This design comes from an exercise in tuning for small area on the open sky130 flow, not from production work.
Only simulation tests tie the RTL to the original design; equivalence was not proved.
Power and IR drop assume default switching activity.

**design/flow/run.sh**
```bash
#!/bin/bash
# synth_recipe.tcl (not shown) runs the flow's synth.tcl, then flattens the netlist and writes it again
# the make line also repeats each setting of config.mk as NAME=value (left out here)
make -C /OpenROAD-flow-scripts/flow DESIGN_CONFIG=/design/flow/config.mk WORK_HOME=/design/flow/orfs CLKGATE_MAP_FILE= SYNTH_SCRIPT=/design/flow/synth_recipe.tcl finish
```
**design/flow/config.mk**
```make
export PLATFORM = sky130hd
export DESIGN_NAME = vga_writer
export DESIGN_NICKNAME = vga_writer
export VERILOG_FILES = /design/flow/design.v
export SDC_FILE = /design/flow/constraint.sdc
export NUM_CORES = 4
export LEC_CHECK = 0
export CAP_MARGIN = 20
export CORE_MARGIN = 2
export CORE_UTILIZATION = 40
export SLEW_MARGIN = 20
```
**design/flow/constraint.sdc**
```tcl
create_clock -name core_clock -period 12.0 [get_ports {vclock}]
set_input_delay 2.4000 -clock core_clock [delete_from_list [all_inputs] [get_ports {vclock}]]
set_output_delay 2.4000 -clock core_clock [all_outputs]
set_load 0.01 [all_outputs]
```
**design/flow/design.v**
```verilog
`timescale 1ns / 1ps
module delayN
	#(parameter NDELAY = 4)
	(clk,in,out);
   input clk;
   input in;
   output out;
   reg [NDELAY-1:0] shiftreg;
   wire 	    out = shiftreg[NDELAY-1];
   always @(posedge clk)
     shiftreg <= {shiftreg[NDELAY-2:0],in};
endmodule  
`timescale 1ns / 1ps
module vga_writer (
   input vclock,
   input reset,
   input [11:0] location,
   input [4:0] orientation,
   input [11:0] target_location,
   input new_data,
   input orientation_ready,
   input [10:0] hcount,
   input [9:0]  vcount,
   input hsync,
   input vsync,
   input blank,
   output phsync,
   output pvsync,
   output pblank,
   output [23:0] pixel
   );
   delayN #(.NDELAY(5)) hdelay (.clk(vclock),.in(hsync),.out(phsync));
   delayN #(.NDELAY(5)) vdelay (.clk(vclock),.in(vsync),.out(pvsync));
   delayN #(.NDELAY(5)) bdelay (.clk(vclock),.in(blank),.out(pblank));
   function [15:0] add16;
      input [15:0] a;
      input [15:0] b;
      input cin;
      integer i;
      reg c;
      begin
         c = cin;
         for (i = 0; i < 16; i = i + 1) begin
            add16[i] = a[i] ^ b[i] ^ c;
            c = (a[i] & b[i]) | (a[i] & c) | (b[i] & c);
         end
      end
   endfunction
   function ltu16;
      input [15:0] a;
      input [15:0] b;
      integer i;
      reg c;
      begin
         c = 1'b0;
         for (i = 0; i < 16; i = i + 1)
            c = (~a[i] & b[i]) | (~(a[i] ^ b[i]) & c);
         ltu16 = c;
      end
   endfunction
   reg [11:0] tloc;
   reg [11:0] rloc;
   reg        rrst;    
   always @(posedge vclock) begin
      if (reset) rrst <= 1'b1;
      else if (!vsync && (new_data | orientation_ready)) begin
         rrst <= 1'b0;
         rloc <= location;
      end
      if (!reset && !vsync) tloc <= target_location;
   end
   function [16:0] p2c;      
      input [11:0] loc;
      reg [7:0] r;
      reg [15:0] p66, p181, p222, p247;
      reg [7:0] s15, s30, s45, s60, s75, xm, y;
      reg xn;
      begin
         r = loc[7:0];
         p66  = add16({2'b0, r, 6'b0}, {7'b0, r, 1'b0}, 1'b0);
         p181 = add16(add16({1'b0, r, 7'b0}, {3'b0, r, 5'b0}, 1'b0),
                      add16(add16({4'b0, r, 4'b0}, {6'b0, r, 2'b0}, 1'b0), {8'b0, r}, 1'b0), 1'b0);
         p222 = add16(add16({r, 8'b0}, ~{3'b0, r, 5'b0}, 1'b1), ~{7'b0, r, 1'b0}, 1'b1);
         p247 = add16(add16({r, 8'b0}, ~{5'b0, r, 3'b0}, 1'b1), ~{8'b0, r}, 1'b1);
         s15 = p66[15:8]; s30 = {2'b0, r[7:2]}; s45 = p181[15:8]; s60 = p222[15:8]; s75 = p247[15:8];
         xn = 1'b0;
         case (loc[11:8])
            4'd1:  begin xm = s75; y = s15; end
            4'd2:  begin xm = s60; y = s30; end
            4'd3:  begin xm = s45; y = s45; end
            4'd4:  begin xm = s30; y = s60; end
            4'd5:  begin xm = s15; y = s75; end
            4'd6:  begin xm = 8'd0; y = r; end
            4'd7:  begin xm = s15; y = s75; xn = 1'b1; end
            4'd8:  begin xm = s30; y = s60; xn = 1'b1; end
            4'd9:  begin xm = s45; y = s45; xn = 1'b1; end
            4'd10: begin xm = s60; y = s30; xn = 1'b1; end
            4'd11: begin xm = s75; y = s15; xn = 1'b1; end
            4'd12: begin xm = r; y = 8'd0; xn = 1'b1; end
            default: begin xm = r; y = 8'd0; end
         endcase
         p2c = {xn, xm, y};
      end
   endfunction
   wire [16:0] tc = p2c(tloc);
   wire [16:0] rc = p2c(rloc);
   wire [15:0] tdxh = add16(add16({6'b0, hcount[10:1]}, {8'b0, tc[15:8]} ^ {16{~tc[16]}}, ~tc[16]), 16'hFF04, 1'b0);
   wire [15:0] tdyh = add16(add16({7'b0, vcount[9:1]}, {8'b0, tc[7:0]}, vcount[0]), 16'hFF03, 1'b0);
   wire tsq = (tdxh[15:3] == 13'd0) && (tdyh[15:3] == 13'd0);
   wire [15:0] rxs  = rrst ? 16'hFFFF : ({8'b0, rc[15:8]} ^ {16{~rc[16]}});    
   wire        rxc  = rrst ? 1'b1 : ~rc[16];
   wire [15:0] rdxh = add16(add16({6'b0, hcount[10:1]}, rxs, rxc), 16'hFF04, 1'b0);
   wire [15:0] rys  = rrst ? 16'hFFC0 : {8'b0, rc[7:0]};
   wire [15:0] rdyh = add16(add16({7'b0, vcount[9:1]}, rys, vcount[0]), 16'hFF03, 1'b0);
   wire rsq = (rdxh[15:3] == 13'd0) && (rdyh[15:3] == 13'd0);
   wire [3:0] dx = {~rdxh[2], rdxh[1:0], hcount[0]};
   wire [3:0] dy = {rdyh[2], ~rdyh[1:0], vcount[0]};
   function [3:0] ab;
      input [3:0] v;
      case (v)
         4'd0: ab = 4'd0;
         4'd1: ab = 4'd1;
         4'd2: ab = 4'd2;
         4'd3: ab = 4'd3;
         4'd4: ab = 4'd4;
         4'd5: ab = 4'd5;
         4'd6: ab = 4'd6;
         4'd7: ab = 4'd7;
         4'd8: ab = 4'd8;
         4'd9: ab = 4'd7;
         4'd10: ab = 4'd6;
         4'd11: ab = 4'd5;
         4'd12: ab = 4'd4;
         4'd13: ab = 4'd3;
         4'd14: ab = 4'd2;
         4'd15: ab = 4'd1;
      endcase
   endfunction
   wire [3:0] adx = ab(dx);
   wire [3:0] ady = ab(dy);
   reg  [4:0] qa;
   always @(*) begin
      case (orientation)
         5'd0: qa = 5'd0;
         5'd1: qa = 5'd1;
         5'd2: qa = 5'd2;
         5'd3: qa = 5'd3;
         5'd4: qa = 5'd4;
         5'd5: qa = 5'd5;
         5'd6: qa = 5'd6;
         5'd7: qa = 5'd13;
         5'd8: qa = 5'd12;
         5'd9: qa = 5'd11;
         5'd10: qa = 5'd10;
         5'd11: qa = 5'd9;
         5'd12: qa = 5'd8;
         5'd13: qa = 5'd17;
         5'd14: qa = 5'd18;
         5'd15: qa = 5'd19;
         5'd16: qa = 5'd20;
         5'd17: qa = 5'd21;
         5'd18: qa = 5'd22;
         5'd19: qa = 5'd29;
         5'd20: qa = 5'd28;
         5'd21: qa = 5'd27;
         5'd22: qa = 5'd26;
         5'd23: qa = 5'd25;
         5'd24: qa = 5'd24;
         5'd25: qa = 5'd1;
         5'd26: qa = 5'd2;
         5'd27: qa = 5'd3;
         5'd28: qa = 5'd4;
         5'd29: qa = 5'd5;
         5'd30: qa = 5'd6;
         5'd31: qa = 5'd13;
      endcase
   end
   wire [1:0] quad = qa[4:3];
   wire [2:0] ang  = qa[2:0];
   reg on_line;
   always @(*) begin
      on_line = 1'b0;
      case ({ang, adx, ady})
         {3'd0, 4'd1, 4'd0}: on_line = 1'b1;
         {3'd0, 4'd2, 4'd0}: on_line = 1'b1;
         {3'd0, 4'd3, 4'd0}: on_line = 1'b1;
         {3'd0, 4'd4, 4'd0}: on_line = 1'b1;
         {3'd0, 4'd5, 4'd0}: on_line = 1'b1;
         {3'd0, 4'd6, 4'd0}: on_line = 1'b1;
         {3'd0, 4'd7, 4'd0}: on_line = 1'b1;
         {3'd0, 4'd8, 4'd0}: on_line = 1'b1;
         {3'd1, 4'd0, 4'd0}: on_line = 1'b1;
         {3'd1, 4'd0, 4'd1}: on_line = 1'b1;
         {3'd1, 4'd0, 4'd2}: on_line = 1'b1;
         {3'd1, 4'd1, 4'd0}: on_line = 1'b1;
         {3'd1, 4'd1, 4'd1}: on_line = 1'b1;
         {3'd1, 4'd1, 4'd2}: on_line = 1'b1;
         {3'd1, 4'd2, 4'd0}: on_line = 1'b1;
         {3'd1, 4'd2, 4'd1}: on_line = 1'b1;
         {3'd1, 4'd2, 4'd2}: on_line = 1'b1;
         {3'd1, 4'd3, 4'd0}: on_line = 1'b1;
         {3'd1, 4'd3, 4'd1}: on_line = 1'b1;
         {3'd1, 4'd3, 4'd2}: on_line = 1'b1;
         {3'd1, 4'd4, 4'd0}: on_line = 1'b1;
         {3'd1, 4'd4, 4'd1}: on_line = 1'b1;
         {3'd1, 4'd4, 4'd2}: on_line = 1'b1;
         {3'd1, 4'd4, 4'd3}: on_line = 1'b1;
         {3'd1, 4'd5, 4'd0}: on_line = 1'b1;
         {3'd1, 4'd5, 4'd1}: on_line = 1'b1;
         {3'd1, 4'd5, 4'd2}: on_line = 1'b1;
         {3'd1, 4'd5, 4'd3}: on_line = 1'b1;
         {3'd1, 4'd6, 4'd0}: on_line = 1'b1;
         {3'd1, 4'd6, 4'd1}: on_line = 1'b1;
         {3'd1, 4'd6, 4'd2}: on_line = 1'b1;
         {3'd1, 4'd6, 4'd3}: on_line = 1'b1;
         {3'd1, 4'd7, 4'd0}: on_line = 1'b1;
         {3'd1, 4'd7, 4'd1}: on_line = 1'b1;
         {3'd1, 4'd7, 4'd2}: on_line = 1'b1;
         {3'd1, 4'd7, 4'd3}: on_line = 1'b1;
         {3'd1, 4'd8, 4'd0}: on_line = 1'b1;
         {3'd1, 4'd8, 4'd1}: on_line = 1'b1;
         {3'd1, 4'd8, 4'd2}: on_line = 1'b1;
         {3'd1, 4'd8, 4'd3}: on_line = 1'b1;
         {3'd1, 4'd8, 4'd4}: on_line = 1'b1;
         {3'd2, 4'd0, 4'd0}: on_line = 1'b1;
         {3'd2, 4'd0, 4'd1}: on_line = 1'b1;
         {3'd2, 4'd0, 4'd2}: on_line = 1'b1;
         {3'd2, 4'd1, 4'd0}: on_line = 1'b1;
         {3'd2, 4'd1, 4'd1}: on_line = 1'b1;
         {3'd2, 4'd1, 4'd2}: on_line = 1'b1;
         {3'd2, 4'd2, 4'd0}: on_line = 1'b1;
         {3'd2, 4'd2, 4'd1}: on_line = 1'b1;
         {3'd2, 4'd2, 4'd2}: on_line = 1'b1;
         {3'd2, 4'd2, 4'd3}: on_line = 1'b1;
         {3'd2, 4'd3, 4'd0}: on_line = 1'b1;
         {3'd2, 4'd3, 4'd1}: on_line = 1'b1;
         {3'd2, 4'd3, 4'd2}: on_line = 1'b1;
         {3'd2, 4'd3, 4'd3}: on_line = 1'b1;
         {3'd2, 4'd4, 4'd0}: on_line = 1'b1;
         {3'd2, 4'd4, 4'd1}: on_line = 1'b1;
         {3'd2, 4'd4, 4'd2}: on_line = 1'b1;
         {3'd2, 4'd4, 4'd3}: on_line = 1'b1;
         {3'd2, 4'd4, 4'd4}: on_line = 1'b1;
         {3'd2, 4'd5, 4'd0}: on_line = 1'b1;
         {3'd2, 4'd5, 4'd1}: on_line = 1'b1;
         {3'd2, 4'd5, 4'd2}: on_line = 1'b1;
         {3'd2, 4'd5, 4'd3}: on_line = 1'b1;
         {3'd2, 4'd5, 4'd4}: on_line = 1'b1;
         {3'd2, 4'd6, 4'd1}: on_line = 1'b1;
         {3'd2, 4'd6, 4'd2}: on_line = 1'b1;
         {3'd2, 4'd6, 4'd3}: on_line = 1'b1;
         {3'd2, 4'd6, 4'd4}: on_line = 1'b1;
         {3'd2, 4'd6, 4'd5}: on_line = 1'b1;
         {3'd2, 4'd7, 4'd2}: on_line = 1'b1;
         {3'd2, 4'd7, 4'd3}: on_line = 1'b1;
         {3'd2, 4'd7, 4'd4}: on_line = 1'b1;
         {3'd2, 4'd7, 4'd5}: on_line = 1'b1;
         {3'd2, 4'd7, 4'd6}: on_line = 1'b1;
         {3'd2, 4'd8, 4'd2}: on_line = 1'b1;
         {3'd2, 4'd8, 4'd3}: on_line = 1'b1;
         {3'd2, 4'd8, 4'd4}: on_line = 1'b1;
         {3'd2, 4'd8, 4'd5}: on_line = 1'b1;
         {3'd2, 4'd8, 4'd6}: on_line = 1'b1;
         {3'd3, 4'd0, 4'd0}: on_line = 1'b1;
         {3'd3, 4'd1, 4'd1}: on_line = 1'b1;
         {3'd3, 4'd2, 4'd2}: on_line = 1'b1;
         {3'd3, 4'd3, 4'd3}: on_line = 1'b1;
         {3'd3, 4'd4, 4'd4}: on_line = 1'b1;
         {3'd3, 4'd5, 4'd5}: on_line = 1'b1;
         {3'd3, 4'd6, 4'd6}: on_line = 1'b1;
         {3'd3, 4'd7, 4'd7}: on_line = 1'b1;
         {3'd3, 4'd8, 4'd8}: on_line = 1'b1;
         {3'd4, 4'd0, 4'd0}: on_line = 1'b1;
         {3'd4, 4'd0, 4'd1}: on_line = 1'b1;
         {3'd4, 4'd0, 4'd2}: on_line = 1'b1;
         {3'd4, 4'd1, 4'd0}: on_line = 1'b1;
         {3'd4, 4'd1, 4'd1}: on_line = 1'b1;
         {3'd4, 4'd1, 4'd2}: on_line = 1'b1;
         {3'd4, 4'd1, 4'd3}: on_line = 1'b1;
         {3'd4, 4'd2, 4'd1}: on_line = 1'b1;
         {3'd4, 4'd2, 4'd2}: on_line = 1'b1;
         {3'd4, 4'd2, 4'd3}: on_line = 1'b1;
         {3'd4, 4'd2, 4'd4}: on_line = 1'b1;
         {3'd4, 4'd2, 4'd5}: on_line = 1'b1;
         {3'd4, 4'd3, 4'd3}: on_line = 1'b1;
         {3'd4, 4'd3, 4'd4}: on_line = 1'b1;
         {3'd4, 4'd3, 4'd5}: on_line = 1'b1;
         {3'd4, 4'd3, 4'd6}: on_line = 1'b1;
         {3'd4, 4'd3, 4'd7}: on_line = 1'b1;
         {3'd4, 4'd4, 4'd4}: on_line = 1'b1;
         {3'd4, 4'd4, 4'd5}: on_line = 1'b1;
         {3'd4, 4'd4, 4'd6}: on_line = 1'b1;
         {3'd4, 4'd4, 4'd7}: on_line = 1'b1;
         {3'd4, 4'd4, 4'd8}: on_line = 1'b1;
         {3'd4, 4'd5, 4'd6}: on_line = 1'b1;
         {3'd4, 4'd5, 4'd7}: on_line = 1'b1;
         {3'd4, 4'd5, 4'd8}: on_line = 1'b1;
         {3'd4, 4'd6, 4'd8}: on_line = 1'b1;
         {3'd5, 4'd0, 4'd0}: on_line = 1'b1;
         {3'd5, 4'd0, 4'd1}: on_line = 1'b1;
         {3'd5, 4'd0, 4'd2}: on_line = 1'b1;
         {3'd5, 4'd0, 4'd3}: on_line = 1'b1;
         {3'd5, 4'd0, 4'd4}: on_line = 1'b1;
         {3'd5, 4'd1, 4'd0}: on_line = 1'b1;
         {3'd5, 4'd1, 4'd1}: on_line = 1'b1;
         {3'd5, 4'd1, 4'd2}: on_line = 1'b1;
         {3'd5, 4'd1, 4'd3}: on_line = 1'b1;
         {3'd5, 4'd1, 4'd4}: on_line = 1'b1;
         {3'd5, 4'd1, 4'd5}: on_line = 1'b1;
         {3'd5, 4'd1, 4'd6}: on_line = 1'b1;
         {3'd5, 4'd1, 4'd7}: on_line = 1'b1;
         {3'd5, 4'd2, 4'd3}: on_line = 1'b1;
         {3'd5, 4'd2, 4'd4}: on_line = 1'b1;
         {3'd5, 4'd2, 4'd5}: on_line = 1'b1;
         {3'd5, 4'd2, 4'd6}: on_line = 1'b1;
         {3'd5, 4'd2, 4'd7}: on_line = 1'b1;
         {3'd5, 4'd2, 4'd8}: on_line = 1'b1;
         {3'd5, 4'd3, 4'd7}: on_line = 1'b1;
         {3'd5, 4'd3, 4'd8}: on_line = 1'b1;
         {3'd6, 4'd0, 4'd1}: on_line = 1'b1;
         {3'd6, 4'd0, 4'd2}: on_line = 1'b1;
         {3'd6, 4'd0, 4'd3}: on_line = 1'b1;
         {3'd6, 4'd0, 4'd4}: on_line = 1'b1;
         {3'd6, 4'd0, 4'd5}: on_line = 1'b1;
         {3'd6, 4'd0, 4'd6}: on_line = 1'b1;
         {3'd6, 4'd0, 4'd7}: on_line = 1'b1;
         {3'd6, 4'd0, 4'd8}: on_line = 1'b1;
         {3'd7, 4'd1, 4'd0}: on_line = 1'b1;
         {3'd7, 4'd2, 4'd0}: on_line = 1'b1;
         {3'd7, 4'd3, 4'd0}: on_line = 1'b1;
         {3'd7, 4'd4, 4'd0}: on_line = 1'b1;
         {3'd7, 4'd5, 4'd0}: on_line = 1'b1;
         {3'd7, 4'd6, 4'd0}: on_line = 1'b1;
         {3'd7, 4'd7, 4'd0}: on_line = 1'b1;
         {3'd7, 4'd8, 4'd0}: on_line = 1'b1;
         default: on_line = 1'b0;
      endcase
   end
   wire dx0 = (dx == 4'd0);
   wire dy0 = (dy == 4'd0);
   wire xle = dx[3] | dx0;
   wire xge = ~dx[3];
   wire yle = dy[3] | dy0;
   wire yge = ~dy[3];
   reg right_q;
   always @(*) begin
      case (quad)
         2'd1: right_q = xle & yge;
         2'd2: right_q = xle & yle;
         2'd3: right_q = xge & yle;
         default: right_q = xge & yge;
      endcase
   end
   wire [1:0] ob = !rsq ? 2'b00 : ((right_q & on_line) ? 2'b10 : 2'b01);
   wire oob = ltu16(16'd771, {5'b0, hcount}) | ltu16({5'b0, hcount}, 16'd253) |
              ltu16({6'b0, vcount}, 16'd253) | ltu16(16'd515, {6'b0, vcount});
   wire brd = ~ltu16({5'b0, hcount}, 16'd768) | ltu16({5'b0, hcount}, 16'd257) |
              ltu16({6'b0, vcount}, 16'd257) | ~ltu16({6'b0, vcount}, 16'd512);
   wire       neg = ~hcount[9];
   wire [7:0] u   = hcount[7:0] ^ {8{neg}};       
   wire [7:0] yc  = ~vcount[7:0];                 
   wire [15:0] e15 = add16(add16({4'b0, u, 4'b0}, {8'b0, u}, 1'b0),
                           {2'b11, ~yc, 6'b111111}, 1'b1);
   wire [15:0] e15b = add16(e15, neg ? 16'd80 : 16'd0, 1'b0);
   wire l15 = (e15b[15:8] == 8'd0) && ~(e15b[7] & e15b[6]);
   wire [15:0] e45 = add16({8'b0, u}, {8'hFF, ~yc}, 1'b1);
   wire l45 = (e45 == 16'd0) | (e45 == 16'd1) | (neg ? (e45 == 16'hFFFF) : (e45 == 16'd2));
   wire [15:0] e75 = add16(add16({4'b0, u, 4'b0}, ~{8'b0, u}, 1'b1),
                           {6'b111111, ~yc, 2'b11}, 1'b1);
   wire [15:0] e75b = add16(e75, neg ? 16'd26 : 16'd8, 1'b0);    
   wire l75 = (e75b[15:5] == 11'd0) && ~(e75b[4] & e75b[3] & e75b[2]);
   function arcp;
      input [7:0] uu;
      input n;
      input [7:0] yy;
      input [7:0] m;
      input [7:0] ye;
      arcp = (uu == (n ? m - 8'd1 : m)) && (yy == ye - 8'd1);
   endfunction
   wire arc = arcp(u, neg, yc, 8'd224, 8'd16) | arcp(u, neg, yc, 8'd192, 8'd16) |
              arcp(u, neg, yc, 8'd160, 8'd16) | arcp(u, neg, yc, 8'd144, 8'd128) |
              arcp(u, neg, yc, 8'd128, 8'd144) | arcp(u, neg, yc, 8'd88, 8'd40) |
              arcp(u, neg, yc, 8'd40, 8'd88) | arcp(u, neg, yc, 8'd16, 8'd160) |
              arcp(u, neg, yc, 8'd16, 8'd192) | arcp(u, neg, yc, 8'd16, 8'd224);
   wire gb = ~oob & (brd | l15 | l45 | l75 | arc);
   reg [3:0] gp;
   reg [1:0] op1, op2, op3, op4;
   always @(posedge vclock) begin
      gp  <= {gp[2:0], gb};
      op1 <= ob;
      op2 <= op1;
      op3 <= op2;
      op4 <= op3;
   end
   reg [2:0] tp;       
   reg [2:0] rp;       
   reg [2:0] col;      
   reg [2:0] pix;
   wire rR = orientation_ready ? op4[1] : rp[2];
   wire rB = orientation_ready & op4[0];
   wire g4 = gp[3];
   wire t4 = tp[2];
   always @(posedge vclock) begin
      if (!reset && vsync) begin
         tp  <= {tp[1:0], tsq};
         rp  <= {rp[1:0], rsq};
         col <= {rR | (~rB & ~t4 & g4), t4 | (~rR & ~rB & g4), rB | (~rR & ~t4 & g4)};
         pix <= col;
      end
   end
   assign pixel = {{8{pix[2]}}, {8{pix[1]}}, {8{pix[0]}}};
endmodule
```
==> run notes <==
==> sequential cells by signal, summed over array words and instances, names as in the netlist <==
signal	cells
rp	3
tp	3
vdelay.shiftreg	5
op4	2
col	3
hdelay.shiftreg	5
tloc	12
pix	3
gp	4
op1	2
rloc	12
op2	2
rrst	1
bdelay.shiftreg	5
op3	2
==> critical path, delay by kind of cell, from the launching register on <==
kind            cells  cell delay (ps)
compound gates      3              540
xor+xnor            1              150
fa+ha+maj          19             6710
buf+inv             8              490
flops               1              580
simple gates        7             1570
==> cells by family (layout without fill, tap and decap cells) <==
kind of cell	after synthesis	in the layout	share of synthesized area, %
adders and majority gates	281	281	41.7
and+or+nand+nor	270	270	12.9
buffers and inverters	239	287	9.87
AOI/OAI and AO/OA	237	237	15.8
DFF	64	64	15.6
xor gates and xnor gates	38	38	3.16
muxes	9	9	1.02
==> synthesized netlist by cell type (all sizes together), types with 14 or more instances <==
cell | count | area share [%]
nor2 | 75 | 2.7
o22ai | 31 | 1.9
nand3 | 22 | 1.0
o21ai | 49 | 2.4
edfxtp | 36 | 10
dfxtp | 28 | 5.3
buf | 39 | 2.6
inv | 178 | 6.3
ha | 150 | 18
nor3 | 20 | 1.0
clkbuf | 20 | 0.90
o221ai | 14 | 1.2
nand2 | 65 | 2.3
a21oi | 41 | 2.0
nor4 | 15 | 0.89
fa | 121 | 23
xnor2 | 25 | 2.1
==> final cells by class <==
cell class,instances,area [um^2]
Tap cell,335,419
Clock buffer,9,225
Timing Repair Buffer,91,891
Fill cell,2504,14200
Inverter,180,676
Sequential cell,64,1640
Clock inverter,7,103
Multi-Input combinational cell,835,7860
==> stage by stage <==
| step | area [um^2] | hold WS (ps) |
|---|---|---|
| after floorplan | 10500 | 310 |
| after global placement | 11500 | 310 |
| after detailed placement | 11500 | 312 |
| after CTS | 11800 | 325 |
| after global routing | 11800 | 329 |
| final | 11800 | 324 |
==> final timing paths <==
kind	startpoint	endpoint	slack, ps
setup / recovery	rloc[2]$_DFFE_PP_	op1[1]$_SDFF_PN0_	1900
hold / removal	hdelay.shiftreg[0]$_DFF_P_	hdelay.shiftreg[1]$_DFF_P_	320
setup reg to reg	rloc[2]$_DFFE_PP_	op1[1]$_SDFF_PN0_	1900
hold reg to reg	hdelay.shiftreg[0]$_DFF_P_	hdelay.shiftreg[1]$_DFF_P_	320
==> routing by layer <==
layer,track usage [%],part of all wire [%]
met1,28.3,46
met2,32.0,46
met3,3.77,7.6
met4,3.75,1.2
met5,0,0
==> report_power, final <==
| group | switching (mW) | leakage [nW] | internal (mW) | total, mW |
|---|---|---|---|---|
| Clock | 0.108 | 0.162 | 0.184 | 0.292 |
| Sequential | 0.0199 | 0.573 | 0.243 | 0.263 |
| Combinational | 0.542 | 4.40 | 0.401 | 0.943 |
| Total | 0.669 | 5.13 | 0.829 | 1.50 |
==> qor.yml <==
slowest_delay_ps: 580
mostFrequentLayoutCells: "inv_1, ha_1, fa_1, clkdlybuf4s50_1, nor2_1"
grt_setup_unrepaired: "no"
crit_arrival_ps: 10370
setup_violations: 0
preCtsSetupSlack_ps: 1910
cp-end-kind: "flip-flop"
layout_commonest_cell: "inv_1"
reg2reg_depth: 38
cts_max_level: 3
cts.reportedPaths.clkPinSlew_ps: 60
antenna_found_initial: 0
layout_min_cycle_time_ps: 10100
cts_tree: "yes"
holdCritPathClass: "flip-flop to flip-flop"
slowest_stage: "edfxtp_1"
maxClockFrequency_mhz: 99.0
ant_nets: 0
drv_cap: 0
drc: 0
drt_iter0_drc: 639
grt_pass1_vias: 8305
finalPower_mw: 1.50
ys.warnings.count: 2
hold_viol: 0
synth-edff-count: 36
slew_viol_final: 0
syn2layout_area_growth_pct: 12.1
holdBufCountCts: 0
ys_seq_area_share_pct: 15.6
dieArea_um2: 27700
ys.flop_type: "edfxtp_1"
ys_seq_elements: 64
fin_ws_ps: 1900
grt_pass1_wl_um: 44500
die_w_um: 166
synthCells: 1138
grt.total_usage_pct: 19.9
cts_resized: 0
outcome: "timing/DRC/antenna clean"
initial_core_util_pct: 40.6
antenna_cells: 0
numCtsBuffers: 9
wire_per_inst_um: 17.8
layoutNonFillerInstCount: 1521
holdPathStages: 0
finalWirelength_um: 27000
critical_path_required_ps: 12270
hpwl_um: 21500
dieHeight_um: 166
yosys.cell_types.count: 91
gp_congestion: 0.927
ioPinCount: 84
p_leak_nw: 5.13
nets: 1509
synth_nets: 1466
rows: 59
fin_crit_sh_pct: 84.2
max-slew-margin-rel_pct: 42.2
clkLatencyLatePin_ps: 330
drtPass1Iterations: 6
post_cts_buffers: 0
tns_ps: 0
netlist_area_um2: 10500
cts.root.buffer_cell: "clkbuf_16"
cpMostUsedCell: "fa_1"
postSynth.asyncResetShare_pct: 0
worst_slew_pin_slew_ps: 861
layout-drive-gt1-share_pct: 4.38
synth.avg_cell_area_um2: 9.27
port_buffers: 83
final_util_pct: 45.5
finClkSkew_ps: 7.49
ir_drop_v: 0.0000927
grt_max_degree: 21
clock-sinks: 64
overflow: 0
core_um2: 26000
p_per_area_nw_per_um2: 127
cp_max_fo: 8
vias_per_cell: 5.56
cp-start-kind: "flip-flop"
crit_type: "flip-flop to flip-flop"
clk_path_buf_depth: 2
dp_cells: 1505
vias: 8450

==> re-timing with driven ports <==
In the flow no input, the clock included, has a driving cell. The finished layout below was timed again as built, in two steps.
Step 1: set_driving_cell puts a clkbuf_16 on vclock and a buf_2 on each other input, an assumption about the parent block.
Step 2 times the ports against the registers' clock, not the clock port: input delays grow and output delays shrink by t, the midpoint of the rising clock arrivals with the driver on.
Slacks: no drivers / after step 1 / after step 2; pairs: no drivers / after step 1.
t, ns: 0.376
setup slack, ns: 1.899 / 1.899 / 1.899
worst slew at a driven data input, ns: 0.05
After both steps this run still meets setup and hold. For this run, drivers alone change the setup slack by 0.000 ns; drivers and shift together by 0.000 ns.
